What follows belongs to an exercise in optimizing a design on an open flow for small area and a short achievable clock period; a production flow would make more cautious choices.
In this exercise RTL edits were held to simulation tests only and were not proved equivalent to the original.
Power is estimated from default activity; no workload was simulated.

==> flow/design.v (outline; a module is shown in full before it is edited, if it fits) <==
// module mul_s1: 605 lines
// module mul_s2: 356 lines
// module booth8_enc: 62 lines
// module FLP_multiplier_4: 54 lines
module FLP_multiplier_4(
    input [31:0] A,
    input [31:0] B,
    input rst,
    input clk,
    output [31:0] result
);
  // ...
==> flow/flow/run.sh <==
#!/bin/bash
set -o pipefail
bash standard.sh ADDER_MAP_FILE= SYNTH_ARGS=-noabc "BUFFER_PORTS_ARGS=-buffer_cell sky130_fd_sc_hd__buf_2" finish > flow_make.log 2>&1
==> flow/standard.sh <==
#!/bin/bash
# synth_recipe.tcl (not shown) runs the flow's synth.tcl, then flattens the netlist and writes it again
# the make line also repeats each setting of config.mk as NAME=value (left out here)
make -C /OpenROAD-flow-scripts/flow DESIGN_CONFIG=/design/flow/config.mk WORK_HOME=/design/flow/orfs CLKGATE_MAP_FILE= SYNTH_SCRIPT=/design/flow/synth_recipe.tcl "${@:-finish}"
==> flow/config.mk <==
export PLATFORM = sky130hd
export DESIGN_NAME = FLP_multiplier_4
export DESIGN_NICKNAME = FLP_multiplier_4
export VERILOG_FILES = /design/flow/design.v
export SDC_FILE = /design/flow/constraint.sdc
export NUM_CORES = 4
export LEC_CHECK = 0
export CAP_MARGIN = 20
export CORE_MARGIN = 2
export CORE_UTILIZATION = 40
export CTS_BUF_LIST = sky130_fd_sc_hd__clkbuf_4 sky130_fd_sc_hd__clkbuf_8
export SETUP_SLACK_MARGIN = 3.5
export SLEW_MARGIN = 20
==> flow/constraint.sdc <==
create_clock -name core_clock -period 7.0 [get_ports {clk}]
set_input_delay 1.4000 -clock core_clock [delete_from_list [all_inputs] [get_ports {clk}]]
set_output_delay 1.4000 -clock core_clock [all_outputs]
set_load 0.01 [all_outputs]
==> flow_summary_export.csv, run 1 <==
group,metric,value,unit
outcome,outcome,"finished clean",
setup_path,crit_chain,"xnor2_2 -> mux2i_2 -> o22ai_2 -> o41a_1 -> a2111oi_4 -> o21ai_1 -> a21o_1 -> o31a_1 -> o211ai_2 -> nand3_1 -> mux2_4",
finish,largestClassByArea,"multi-input combinational cells",
finish,clock_area_share,4.05,%
global_route,busiest_layer,"met2",
placement,place_inst,3185,
global_route,grt.met2_usage,35.9,%
setup_path,setup.worst_path.class,"reg -> reg",
floorplanning,coreArea,52800,sq um
finish,largest_register_ffs,71,
logic_synthesis,synth_top_area_share,21.8,%
logic_synthesis,synth.most_common_cell,"xnor2_1",
clocking,cts_hold_buf,0,
hold_path,hp-class,"reg -> reg",
clocking,clock-root-buffer,"clkbuf_8",
logic_synthesis,ys_types,90,
setup_path,critical-path-top-delay-family,"compound AO/OA/AOI/OAI gates",
floorplanning,die_w,235,um
finish,areaGrowthSynthToFinish,8.90,%
global_route,grtUsageMet1,30.0,%
floorplanning,nWellTaps,688,
setup_path,max_stage_delay,0.50,ns
setup_path,cp_data_arrival_time,3.89,ns
finish,multiInputGateArea,15800,sq um
logic_synthesis,synth_edf_count,0,
clocking,path_clk_slew,0.06,ns
timing,rsz0062_at_grt,"true",
==> inputs of run 2 (changes only) <==
==> flow/flow/run.sh (replaced) <==
#!/bin/bash
set -o pipefail
bash standard.sh SYNTH_ARGS=-noabc "BUFFER_PORTS_ARGS=-buffer_cell sky130_fd_sc_hd__buf_2" finish > flow_make.log 2>&1
==> flow_summary_export.csv, run 2 <==
group,metric,value,unit
floorplanning,die_w,229,um
placement,place_ws,2.96,ns
clocking,worst_skew_pair.late_latency,0.62,ns
placement,gp_congestion,0.874,
placement,dpl_cell_area,21200,sq um
global_route,grt_max_degree,29,
logic_synthesis,ys_seq_elements,233,
logic_synthesis,synthCells,2102,
timing,worstMarginPinSlew,0.667,ns
finish,fin_nets,2536,
run,max_cap_violations,0,
placement,portBuffers,96,
logic_synthesis,ys_seq_area_share,23.0,%
drt,dr.pass1.iters,6,
finish,largest_register_ffs,71,
global_route,grt_antenna_before_repair,1,
setup_path,r2r_end,"z2[25]",
drt,vias_per_cell,5.79,
clocking,ctsHtreeMaxLevel,2,
logic_synthesis,ys.flop_type,"dfxtp_1",
setup_path,endpoint_kind,"flip-flop",
logic_synthesis,yosysTopAreaCell,"dfxtp_1",
timing,final.min_clock_period,3.60,ns
power,power_density,521,nW/um^2
timing,clock_skew,0.0323,ns
setup_path,ff2ff_path_depth,8,
global_route,overflow,0,
timing,fin_crit_sh,51.4,%
logic_synthesis,synth_commonest_cells,"233 x dfxtp_1, 212 x xnor2_1, 209 x inv_1",
finish,largest_registers,"z2 x71, dg1 x39, a3_1 x25",
setup_path,cp_data_arrival_time,4.08,ns
setup_path,reg2reg_from,"a3_1[16]",
logic_synthesis,synth_top_family_by_area,"adder cells",
drt,drt-initial-drc-count,1213,
floorplanning,die_y,229,um
timing,fin_tns_setup,0,ns
finish,final_common_cell,"xnor2_1",
timing,rsz0062_at_grt,"true",
logic_synthesis,synth_warnings,1,
setup_path,crit_fanout,8,
logic_synthesis,synth_top_area_share,23.0,%
floorplanning,coreArea,50100,sq um
outcome,outcome,"finished clean",
finish,layout_common_cells,"209 x xnor2_1, 205 x dfxtp_1, 201 x inv_1",
logic_synthesis,async_flop_share,0,%
setup_path,r2r_slack,3.40,ns
drt,num_vias,16275,
finish,fin_area,22900,sq um
logic_synthesis,synth_edf_count,0,
setup_path,required,7.48,ns
finish,areaGrowthSynthToFinish,13.0,%
logic_synthesis,synth_fa_ha_area_share,28.0,%
finish,final_cells,2811,
timing,max_freq,0.278,GHz
logic_synthesis,syn_nets,2527,
drt,wirelength,57500,um
hold_path,hold_end,"sg2",
floorplanning,rows,82,
logic_synthesis,yosys.area_share.simple,5.57,%
floorplanning,die_area,52500,sq um
placement,dp_hpwl,39800,um
hold_path,hold_path_startpoint,"s1",
global_route,grt_pass1_vias,16260,
drt,drc,0,
clocking,clock-root-buffer,"clkbuf_8",
hold_path,whs_path_depth,0,
clocking,clockBufferDepth,3,
drt,ant_nets,0,
timing,hold_viol_final,0,
logic_synthesis,synth_compound_area_share,21.8,%
finish,regMostFlops,"z2",
global_route,grt_pass1_wl,90000,um
floorplanning,initial_core_util,40.5,%
finish,layout-drive-gt1-share,18.7,%
timing,slew_headroom,55.5,%
logic_synthesis,postSynthAreaPerCell,9.64,sq um
setup_path,startpoint_type,"flip-flop",
clocking,cts_buffers,40,
global_route,track_usage,21.4,%
timing,setup_viol,0,
logic_synthesis,muxShareOfSynthArea,1.48,%
logic_synthesis,synth.area.top_cells,"dfxtp_1 23%, fa_1 16%, ha_1 12%, xnor2_1 9.2%, a221oi_1 6.7%",
placement,place_inst,2723,
floorplanning,boundaryPins,98,
power,vdd_drop_max,0.000234,V
logic_synthesis,synth.most_common_cell,"dfxtp_1",
logic_synthesis,ys_types,72,
hold_path,hp-class,"reg -> reg",
power,p_leak,0.00971,uW
timing,fin_ws,3.40,ns
clocking,cts_tree,"done",
clocking,path_clk_slew,0.06,ns
drt,wl_per_cell,20.5,um
finish,fin_util,45.7,%
timing,maxSlewViolCount,0,
setup_path,setup.worst_path.class,"reg -> reg",
clocking,cts_sinks,233,
logic_synthesis,netlist_area,20300,sq um
logic_synthesis,synth-xor-area-share,12.3,%
run 2: cell types whose count changed after synthesis, sizes merged, moves of 82 or more:
cell	previous run	this run
buf	112	26
fa	0	157
ha	0	202
inv	38	210
maj3	131	0
nand2	165	69
nor2	156	66
xnor2	531	213
xor2	151	69
run 2: cells by family (layout without fill, tap and decap cells):
kind of cell	Yosys count	after routing
AOI/OAI and AO/OA	563	563
buffers and inverters	408	444
other	0	1
DFF	233	233
and+or+nand+nor	230	230
adders and majority gates	359	359
xor gates and xnor gates	282	282
muxes	27	27
run 2: worst max path at each step:
stage              from  endpoint  slack, ns  depth (start not counted)
3_3_place_gp     dg1[8]    z2[25]       2.97                          8
3_5_place_dp     dg1[8]    z2[25]       2.96                          8
4_1_cts          a1[20]    z2[25]       3.46                         11
2_1_floorplan    dg1[9]    z2[25]       3.47                          8
5_1_grt         dg1[12]    z2[25]       3.34                          9
6_report       a3_1[16]    z2[25]       3.40                          8
run 2: layout make-up:
| class | count | area (sq um) |
|---|---|---|
| fillers | 4786 | 27200 |
| multi-input cells | 1461 | 14500 |
| repair buffers | 165 | 1190 |
| well taps | 672 | 841 |
| diodes | 1 | 2.50 |
| inverters | 210 | 792 |
| clock inverters | 13 | 144 |
| flip-flops and latches | 233 | 4730 |
| clock buffers | 56 | 714 |
run 2: report_power, final:
part | internal, uW | switching (uW) | total [uW]
Clock | 742 | 571 | 1310
Sequential | 1950 | 313 | 2270
Combinational | 3830 | 4520 | 8350
Total | 6520 | 5400 | 11900
run 2: routing by layer:
metal / up-vias / global-route usage [%] / wire, um / part of all wire (%)
met2: 754 / 35.1 / 26600 / 46
met5: - / 0 / 0 / 0
li1: 7450 / - / - / -
met4: 0 / 9.74 / 2200 / 3.8
met3: 157 / 4.12 / 4670 / 8.1
met1: 7914 / 27.3 / 24100 / 42
run 2: through the flow:
step,hold WS [ns],power [uW]
2_1_floorplan,0.310,7910
3_3_place_gp,0.310,9750
3_5_place_dp,0.312,9930
4_1_cts,0.326,11600
5_1_grt,0.331,13000
6_report,0.325,11900
run 2: worst max-delay path: stages (launching register included):
cell	delay [ns]
dfxtp_1	0.63
a22o_1	0.24
a221oi_2	0.04
xnor2_1	0.25
fa_2	0.53
fa_2	0.41
fa_2	0.40
fa_1	0.54
fa_2	0.43
run 2: repair_timing:
item | in CTS | in global routing
endpoints found under the setup margin | 53 | 45
pin swaps | 22 | 33
gates resized for setup | 84 | 82
hold buffers | 0 | 0
gates cloned | 0 | 2
buffers inserted | 13 | 3

==> afterwards: timing with drivers on the ports <==
In the flow no input, the clock included, has a driving cell. The finished layouts below were timed again as built, in two steps.
Step 1 sets driving cells, clkbuf_16 on the clock port and buf_2 on the other inputs (assumed; they add their load-dependent delay and slew).
Step 2 times the ports against the registers' clock, not the clock port: input delays grow and output delays shrink by t, the midpoint of the rising clock arrivals with the driver on.
Three values: no drivers, after step 1, after step 2; two values: the first two.
run | shift t [ns] | setup WS [ns] | worst setup path at the end | latest minus earliest clock arrival (ns) | worst data-port slew with drivers (ns)
run 1 | 0.641 | 3.573 / 3.559 / 3.167 | input to register | 0.038 / 0.038 | 0.05
run 2 | 0.659 | 3.401 / 3.401 / 3.075 | input to register | 0.034 / 0.033 | 0.04
After both steps every run listed still meets setup and hold. For run 1, which loses most, drivers alone change the setup slack by -0.014 ns; drivers and shift together by -0.406 ns.
